Background: an optimization exercise with open tools, aiming at small area, a short achievable clock period and few clock cycles. Do not read the settings as production practice. Function was checked by simulation only, so behaviour that the tests miss may differ from the original. No activity file was given, so power comes from the tool's default toggle rates.

==> job 2167 <==
// mips
module mips(clk,reset,im_addr,im_data,dm_addr,dm_wdata,dm_we,dm_rdata,wb_we,wb_addr,wb_data);
clock: 9.0 ns
lec_check: 0
cap_margin: 20
core_margin: 2
core_utilization: 50
setup_slack_margin: 5
slew_margin: 20
run.sh (not shown) runs the stock make flow with config.mk's settings and CLKGATE_MAP_FILE= SYNTH_SCRIPT=/design/flow/synth_recipe.tcl, a recipe that flattens the netlist after the stock synthesis.
==> job 741: changes against job 2167 <==
--- a/flow/design.v
+++ b/flow/design.v
@@ -43,59 +43,73 @@
 	wire f_bl   = (f_op == 6'd24);
 	wire f_j    = (f_op == 6'd2) | (f_op == 6'd3);
 	wire f_link = (f_op == 6'd3) | f_bl;
 	wire [4:0] f_dst = f_alur ? im_data[15:11] : f_link ? 5'd31 : im_data[20:16];
 	reg [31:0] rf [1:31];
 	wire [31:0] val_m = ld_m ? dm_rdata : r_m;
 	wire [31:0] rf_wd = val_m & {32{~reset}};
-	wire [31:1] rf_we = ({30'd0, wr_m} << (dst_m - 5'd1)) | {31{reset}};
 	genvar gi;
 	generate
 		for (gi = 1; gi < 32; gi = gi + 1) begin : g_rf
 			always @(posedge clk) begin
-				if (rf_we[gi]) rf[gi] <= rf_wd;
+				if ((wr_m && dst_m == gi) || reset) rf[gi] <= rf_wd;
 			end
 		end
 	endgenerate
 	wire stall = (ld_e & ((d_urs & fe_rs) | (d_urt & fe_rt))) |
 	             (ld_m & (((d_beq | d_bl | d_jr) & fm_rs) | (d_beq & fm_rt))) |
 	             (d_beq & ~d_same & (fe_rs | fe_rt)) |
 	             (d_jr & fe_rs);
-	wire [4:0] n_rs = stall ? rs : im_data[25:21];
-	wire [4:0] n_rt = stall ? rt : im_data[20:16];
-	wire [31:1] sel_rs = 31'd1 << (n_rs - 5'd1);
-	wire [31:1] sel_rt = 31'd1 << (n_rt - 5'd1);
+	wire [4:0] f_rs = im_data[25:21];
+	wire [4:0] f_rt = im_data[20:16];
 	reg [31:0] rd_rs, rd_rt;
 	integer i;
 	always @* begin
 		rd_rs = 32'd0;
 		rd_rt = 32'd0;
 		for (i = 1; i < 32; i = i + 1) begin
-			rd_rs = rd_rs | ({32{sel_rs[i]}} & rf[i]);
-			rd_rt = rd_rt | ({32{sel_rt[i]}} & rf[i]);
+			rd_rs = rd_rs | ({32{f_rs == i}} & rf[i]);
+			rd_rt = rd_rt | ({32{f_rt == i}} & rf[i]);
 		end
 	end
 	wire d_wrnz = d_writes & (d_dst != 5'd0);
-	wire n_fe_rs = ~stall & d_wrnz & (d_dst == n_rs);
-	wire n_fe_rt = ~stall & d_wrnz & (d_dst == n_rt);
-	wire n_fm_rs = ~n_fe_rs & wr_e & (dst_e == n_rs);
-	wire n_fm_rt = ~n_fe_rt & wr_e & (dst_e == n_rt);
-	wire n_fw_rs = ~n_fe_rs & ~n_fm_rs & wr_m & (dst_m == n_rs);
-	wire n_fw_rt = ~n_fe_rt & ~n_fm_rt & wr_m & (dst_m == n_rt);
+	wire f_fe_rs = d_wrnz & (d_dst == f_rs);
+	wire f_fe_rt = d_wrnz & (d_dst == f_rt);
+	wire f_fm_rs = ~f_fe_rs & wr_e & (dst_e == f_rs);
+	wire f_fm_rt = ~f_fe_rt & wr_e & (dst_e == f_rt);
+	wire f_fw_rs = ~f_fe_rs & ~f_fm_rs & wr_m & (dst_m == f_rs);
+	wire f_fw_rt = ~f_fe_rt & ~f_fm_rt & wr_m & (dst_m == f_rt);
+	wire s_fm_rs = wr_e & (dst_e == rs);
+	wire s_fm_rt = wr_e & (dst_e == rt);
+	wire s_fw_rs = ~s_fm_rs & wr_m & (dst_m == rs);
+	wire s_fw_rt = ~s_fm_rt & wr_m & (dst_m == rt);
 	always @(posedge clk) begin
-		raw_rs <= rd_rs;
-		raw_rt <= rd_rt;
-		fe_rs <= n_fe_rs;
-		fm_rs <= n_fm_rs;
-		fw_rs <= n_fw_rs;
-		fr_rs <= ~(n_fe_rs | n_fm_rs | n_fw_rs);
-		fe_rt <= n_fe_rt;
-		fm_rt <= n_fm_rt;
-		fw_rt <= n_fw_rt;
-		fr_rt <= ~(n_fe_rt | n_fm_rt | n_fw_rt);
+		if (stall) begin
+			raw_rs <= fw_rs ? d_w : raw_rs;
+			raw_rt <= fw_rt ? d_w : raw_rt;
+			fe_rs <= 1'b0;
+			fm_rs <= s_fm_rs;
+			fw_rs <= s_fw_rs;
+			fr_rs <= ~(s_fm_rs | s_fw_rs);
+			fe_rt <= 1'b0;
+			fm_rt <= s_fm_rt;
+			fw_rt <= s_fw_rt;
+			fr_rt <= ~(s_fm_rt | s_fw_rt);
+		end else begin
+			raw_rs <= rd_rs;
+			raw_rt <= rd_rt;
+			fe_rs <= f_fe_rs;
+			fm_rs <= f_fm_rs;
+			fw_rs <= f_fw_rs;
+			fr_rs <= ~(f_fe_rs | f_fm_rs | f_fw_rs);
+			fe_rt <= f_fe_rt;
+			fm_rt <= f_fm_rt;
+			fw_rt <= f_fw_rt;
+			fr_rt <= ~(f_fe_rt | f_fm_rt | f_fw_rt);
+		end
 	end
 	wire [31:0] res_e;
 	wire [31:0] rs_x = ({32{fr_rs}} & raw_rs) | ({32{fm_rs}} & r_m) | ({32{fw_rs}} & d_w);
 	wire [31:0] rt_x = ({32{fr_rt}} & raw_rt) | ({32{fm_rt}} & r_m) | ({32{fw_rt}} & d_w);
 	wire [31:0] rs_v = ({32{fr_rs}} & raw_rs) | ({32{fm_rs}} & val_m) | ({32{fw_rs}} & d_w) | ({32{fe_rs}} & res_e);
 	wire [31:0] rt_v = ({32{fr_rt}} & raw_rt) | ({32{fm_rt}} & val_m) | ({32{fw_rt}} & d_w) | ({32{fe_rt}} & res_e);
 	wire [31:0] sum;
@@ -150,15 +164,15 @@
 			ir_d <= im_data[25:0];
 			d_alur <= f_alur;
 			d_sub <= f_fn[1];
 			d_ori <= f_ori;
 			d_lui <= f_lui;
 			d_link <= f_link;
 			d_dst <= f_dst;
-			d_same <= (im_data[25:21] == im_data[20:16]);
+			d_same <= (f_rs == f_rt);
 		end
 	end
 	wire [31:0] imm_x = d_lui ? {imm, 16'd0} :
 	                    d_ori ? {16'd0, imm} :
 	                    d_link ? 32'd0 : {{16{imm[15]}}, imm};
 	always @(posedge clk) begin
 		a_e <= d_link ? {seq, 2'b00} : rs_v;
==> flow/flow/run.sh (new file) <==
#!/bin/bash
set -euo pipefail
cd "$(dirname "$0")/.."
bash standard.sh SETUP_SLACK_MARGIN=5.6 finish > flow_make.log 2>&1
==> flow/standard.sh (new file) <==
#!/bin/bash
# synth_recipe.tcl (not shown) runs the flow's synth.tcl, then flattens the netlist and writes it again
# the make line also repeats each setting of config.mk as NAME=value (left out here)
make -C /OpenROAD-flow-scripts/flow DESIGN_CONFIG=/design/flow/config.mk WORK_HOME=/design/flow/orfs CLKGATE_MAP_FILE= SYNTH_SCRIPT=/design/flow/synth_recipe.tcl "${@:-finish}"
==> flow/config.mk (replaced) <==
export PLATFORM = sky130hd
export DESIGN_NAME = mips
export DESIGN_NICKNAME = mips
export VERILOG_FILES = /design/flow/design.v
export SDC_FILE = /design/flow/constraint.sdc
export NUM_CORES = 4
export LEC_CHECK = 0
export CAP_MARGIN = 20
export CORE_MARGIN = 2
export CORE_UTILIZATION = 50
export CTS_BUF_LIST = sky130_fd_sc_hd__clkbuf_16
export CTS_CLUSTER_DIAMETER = 80
export CTS_CLUSTER_SIZE = 25
export SLEW_MARGIN = 20
removed: flow/run.sh
==> job 7615: changes against job 2167 <==
--- a/flow/design.v
+++ b/flow/design.v
@@ -43,59 +43,73 @@
 	wire f_bl   = (f_op == 6'd24);
 	wire f_j    = (f_op == 6'd2) | (f_op == 6'd3);
 	wire f_link = (f_op == 6'd3) | f_bl;
 	wire [4:0] f_dst = f_alur ? im_data[15:11] : f_link ? 5'd31 : im_data[20:16];
 	reg [31:0] rf [1:31];
 	wire [31:0] val_m = ld_m ? dm_rdata : r_m;
 	wire [31:0] rf_wd = val_m & {32{~reset}};
-	wire [31:1] rf_we = ({30'd0, wr_m} << (dst_m - 5'd1)) | {31{reset}};
 	genvar gi;
 	generate
 		for (gi = 1; gi < 32; gi = gi + 1) begin : g_rf
 			always @(posedge clk) begin
-				if (rf_we[gi]) rf[gi] <= rf_wd;
+				if ((wr_m && dst_m == gi) || reset) rf[gi] <= rf_wd;
 			end
 		end
 	endgenerate
 	wire stall = (ld_e & ((d_urs & fe_rs) | (d_urt & fe_rt))) |
 	             (ld_m & (((d_beq | d_bl | d_jr) & fm_rs) | (d_beq & fm_rt))) |
 	             (d_beq & ~d_same & (fe_rs | fe_rt)) |
 	             (d_jr & fe_rs);
-	wire [4:0] n_rs = stall ? rs : im_data[25:21];
-	wire [4:0] n_rt = stall ? rt : im_data[20:16];
-	wire [31:1] sel_rs = 31'd1 << (n_rs - 5'd1);
-	wire [31:1] sel_rt = 31'd1 << (n_rt - 5'd1);
+	wire [4:0] f_rs = im_data[25:21];
+	wire [4:0] f_rt = im_data[20:16];
 	reg [31:0] rd_rs, rd_rt;
 	integer i;
 	always @* begin
 		rd_rs = 32'd0;
 		rd_rt = 32'd0;
 		for (i = 1; i < 32; i = i + 1) begin
-			rd_rs = rd_rs | ({32{sel_rs[i]}} & rf[i]);
-			rd_rt = rd_rt | ({32{sel_rt[i]}} & rf[i]);
+			rd_rs = rd_rs | ({32{f_rs == i}} & rf[i]);
+			rd_rt = rd_rt | ({32{f_rt == i}} & rf[i]);
 		end
 	end
 	wire d_wrnz = d_writes & (d_dst != 5'd0);
-	wire n_fe_rs = ~stall & d_wrnz & (d_dst == n_rs);
-	wire n_fe_rt = ~stall & d_wrnz & (d_dst == n_rt);
-	wire n_fm_rs = ~n_fe_rs & wr_e & (dst_e == n_rs);
-	wire n_fm_rt = ~n_fe_rt & wr_e & (dst_e == n_rt);
-	wire n_fw_rs = ~n_fe_rs & ~n_fm_rs & wr_m & (dst_m == n_rs);
-	wire n_fw_rt = ~n_fe_rt & ~n_fm_rt & wr_m & (dst_m == n_rt);
+	wire f_fe_rs = d_wrnz & (d_dst == f_rs);
+	wire f_fe_rt = d_wrnz & (d_dst == f_rt);
+	wire f_fm_rs = ~f_fe_rs & wr_e & (dst_e == f_rs);
+	wire f_fm_rt = ~f_fe_rt & wr_e & (dst_e == f_rt);
+	wire f_fw_rs = ~f_fe_rs & ~f_fm_rs & wr_m & (dst_m == f_rs);
+	wire f_fw_rt = ~f_fe_rt & ~f_fm_rt & wr_m & (dst_m == f_rt);
+	wire s_fm_rs = wr_e & (dst_e == rs);
+	wire s_fm_rt = wr_e & (dst_e == rt);
+	wire s_fw_rs = ~s_fm_rs & wr_m & (dst_m == rs);
+	wire s_fw_rt = ~s_fm_rt & wr_m & (dst_m == rt);
 	always @(posedge clk) begin
-		raw_rs <= rd_rs;
-		raw_rt <= rd_rt;
-		fe_rs <= n_fe_rs;
-		fm_rs <= n_fm_rs;
-		fw_rs <= n_fw_rs;
-		fr_rs <= ~(n_fe_rs | n_fm_rs | n_fw_rs);
-		fe_rt <= n_fe_rt;
-		fm_rt <= n_fm_rt;
-		fw_rt <= n_fw_rt;
-		fr_rt <= ~(n_fe_rt | n_fm_rt | n_fw_rt);
+		if (stall) begin
+			raw_rs <= fw_rs ? d_w : raw_rs;
+			raw_rt <= fw_rt ? d_w : raw_rt;
+			fe_rs <= 1'b0;
+			fm_rs <= s_fm_rs;
+			fw_rs <= s_fw_rs;
+			fr_rs <= ~(s_fm_rs | s_fw_rs);
+			fe_rt <= 1'b0;
+			fm_rt <= s_fm_rt;
+			fw_rt <= s_fw_rt;
+			fr_rt <= ~(s_fm_rt | s_fw_rt);
+		end else begin
+			raw_rs <= rd_rs;
+			raw_rt <= rd_rt;
+			fe_rs <= f_fe_rs;
+			fm_rs <= f_fm_rs;
+			fw_rs <= f_fw_rs;
+			fr_rs <= ~(f_fe_rs | f_fm_rs | f_fw_rs);
+			fe_rt <= f_fe_rt;
+			fm_rt <= f_fm_rt;
+			fw_rt <= f_fw_rt;
+			fr_rt <= ~(f_fe_rt | f_fm_rt | f_fw_rt);
+		end
 	end
 	wire [31:0] res_e;
 	wire [31:0] rs_x = ({32{fr_rs}} & raw_rs) | ({32{fm_rs}} & r_m) | ({32{fw_rs}} & d_w);
 	wire [31:0] rt_x = ({32{fr_rt}} & raw_rt) | ({32{fm_rt}} & r_m) | ({32{fw_rt}} & d_w);
 	wire [31:0] rs_v = ({32{fr_rs}} & raw_rs) | ({32{fm_rs}} & val_m) | ({32{fw_rs}} & d_w) | ({32{fe_rs}} & res_e);
 	wire [31:0] rt_v = ({32{fr_rt}} & raw_rt) | ({32{fm_rt}} & val_m) | ({32{fw_rt}} & d_w) | ({32{fe_rt}} & res_e);
 	wire [31:0] sum;
@@ -150,15 +164,15 @@
 			ir_d <= im_data[25:0];
 			d_alur <= f_alur;
 			d_sub <= f_fn[1];
 			d_ori <= f_ori;
 			d_lui <= f_lui;
 			d_link <= f_link;
 			d_dst <= f_dst;
-			d_same <= (im_data[25:21] == im_data[20:16]);
+			d_same <= (f_rs == f_rt);
 		end
 	end
 	wire [31:0] imm_x = d_lui ? {imm, 16'd0} :
 	                    d_ori ? {16'd0, imm} :
 	                    d_link ? 32'd0 : {{16{imm[15]}}, imm};
 	always @(posedge clk) begin
 		a_e <= d_link ? {seq, 2'b00} : rs_v;
==> flow/flow/run.sh (new file) <==
#!/bin/bash
set -euo pipefail
cd "$(dirname "$0")/.."
bash standard.sh SETUP_SLACK_MARGIN=5.45 finish > flow_make.log 2>&1
==> flow/standard.sh (new file) <==
#!/bin/bash
# synth_recipe.tcl (not shown) runs the flow's synth.tcl, then flattens the netlist and writes it again
# the make line also repeats each setting of config.mk as NAME=value (left out here)
make -C /OpenROAD-flow-scripts/flow DESIGN_CONFIG=/design/flow/config.mk WORK_HOME=/design/flow/orfs CLKGATE_MAP_FILE= SYNTH_SCRIPT=/design/flow/synth_recipe.tcl "${@:-finish}"
==> flow/config.mk (replaced) <==
export PLATFORM = sky130hd
export DESIGN_NAME = mips
export DESIGN_NICKNAME = mips
export VERILOG_FILES = /design/flow/design.v
export SDC_FILE = /design/flow/constraint.sdc
export NUM_CORES = 4
export LEC_CHECK = 0
export CAP_MARGIN = 20
export CORE_MARGIN = 2
export CORE_UTILIZATION = 50
export CTS_BUF_LIST = sky130_fd_sc_hd__clkbuf_16
export CTS_CLUSTER_DIAMETER = 80
export CTS_CLUSTER_SIZE = 25
export SLEW_MARGIN = 20
removed: flow/run.sh
==> qor summary <==
| quantity | job 741 | job 2167 | job 7615 |
|---|---|---|---|
| Layout Area Growth over Synthesis | 19.3% | 17.1% | 15.0% |
| Antenna cell count | 18 | 32 | 16 |
| Total sequential power | 9.66 mW | 9.42 mW | 9.61 mW |
| Power in the clock group | 3.97 mW | 6.31 mW | 3.91 mW |
| Status | finished clean | finished clean | finished clean |
| R2R Path Start | fm_rs | fe_rs | fr_rs |
| Wire length of the first global-routing pass | 427000 µm | 397000 µm | 408000 µm |
| Initial DRT Pass Iterations | 17 | 14 | 15 |
| CTS HTree Levels | 3 | 4 | 3 |
| Launching instance or port of the critical path | fm_rs | fe_rs | im_data[25] |
| Post-layout util | 0.602 | 0.590 | 0.580 |
| Core Footprint | 0.122 mm² | 0.122 mm² | 0.122 mm² |
| Global routing usage on met2 | 0.704 | 0.653 | 0.664 |
| Total global-route track usage | 0.500 | 0.457 | 0.472 |
| CP bufs+invs | 2 | 4 | 3 |
| Gates resized, CTS repair | 549 | 95 | 302 |
| Tightest slew margin relative to the limit | 0.116 | 0.200 | 0.219 |
| Fraction of area in multi-input gates | 0.336 | 0.321 | 0.328 |
| Number of buffers inserted to repair setup after CTS | 110 | 29 | 81 |
| Clock buffers and inverters, area share | 0.0326 | 0.0688 | 0.0331 |
| Sw frac | 0.348 | 0.317 | 0.344 |
| Via count | 54400 | 53483 | 53408 |
Testbench counts of job 2167, summed over its fixed seeds: cycles 58,753.
Testbench counts of job 741, summed over its fixed seeds: cycles 58,753.
Testbench counts of job 7615, summed over its fixed seeds: cycles 58,753.

[what the ideal ports hide]
How much do the figures lean on ideal ports? The routed layouts below were timed once more, with nothing changed but the port constraints.
Step 1 (the two cells are an assumption about what drives the block):
set clk [get_ports {clk}]
set_driving_cell -lib_cell sky130_fd_sc_hd__clkbuf_16 $clk
set_driving_cell -lib_cell sky130_fd_sc_hd__buf_2 [delete_from_list [all_inputs] $clk]
Step 2 times the ports against the registers' clock, not the clock port: input delays grow and output delays shrink by t, the midpoint of the rising clock arrivals with the driver on.
Slacks: ideal ports / drivers / drivers and shift; pairs: ideal ports / drivers.
| run | t, ns | setup WS [ns] | worst setup path at the end | worst register clock-pin slew, ns | pins driven straight from the clock port |
|---|---|---|---|---|---|
| job 2167 | 0.861 | 4.921 / 4.921 / 4.169 | input to register | 0.07 / 0.07 | 1 |
| job 741 | 0.794 | 5.376 / 5.376 / 4.762 | input to register | 0.12 / 0.12 | 1 |
| job 7615 | 0.778 | 5.377 / 5.369 / 4.654 | input to register | 0.11 / 0.11 | 1 |
After both steps every run listed still meets setup and hold. For job 2167, which loses most, drivers alone change the setup slack by 0.000 ns; drivers and shift together by -0.752 ns.
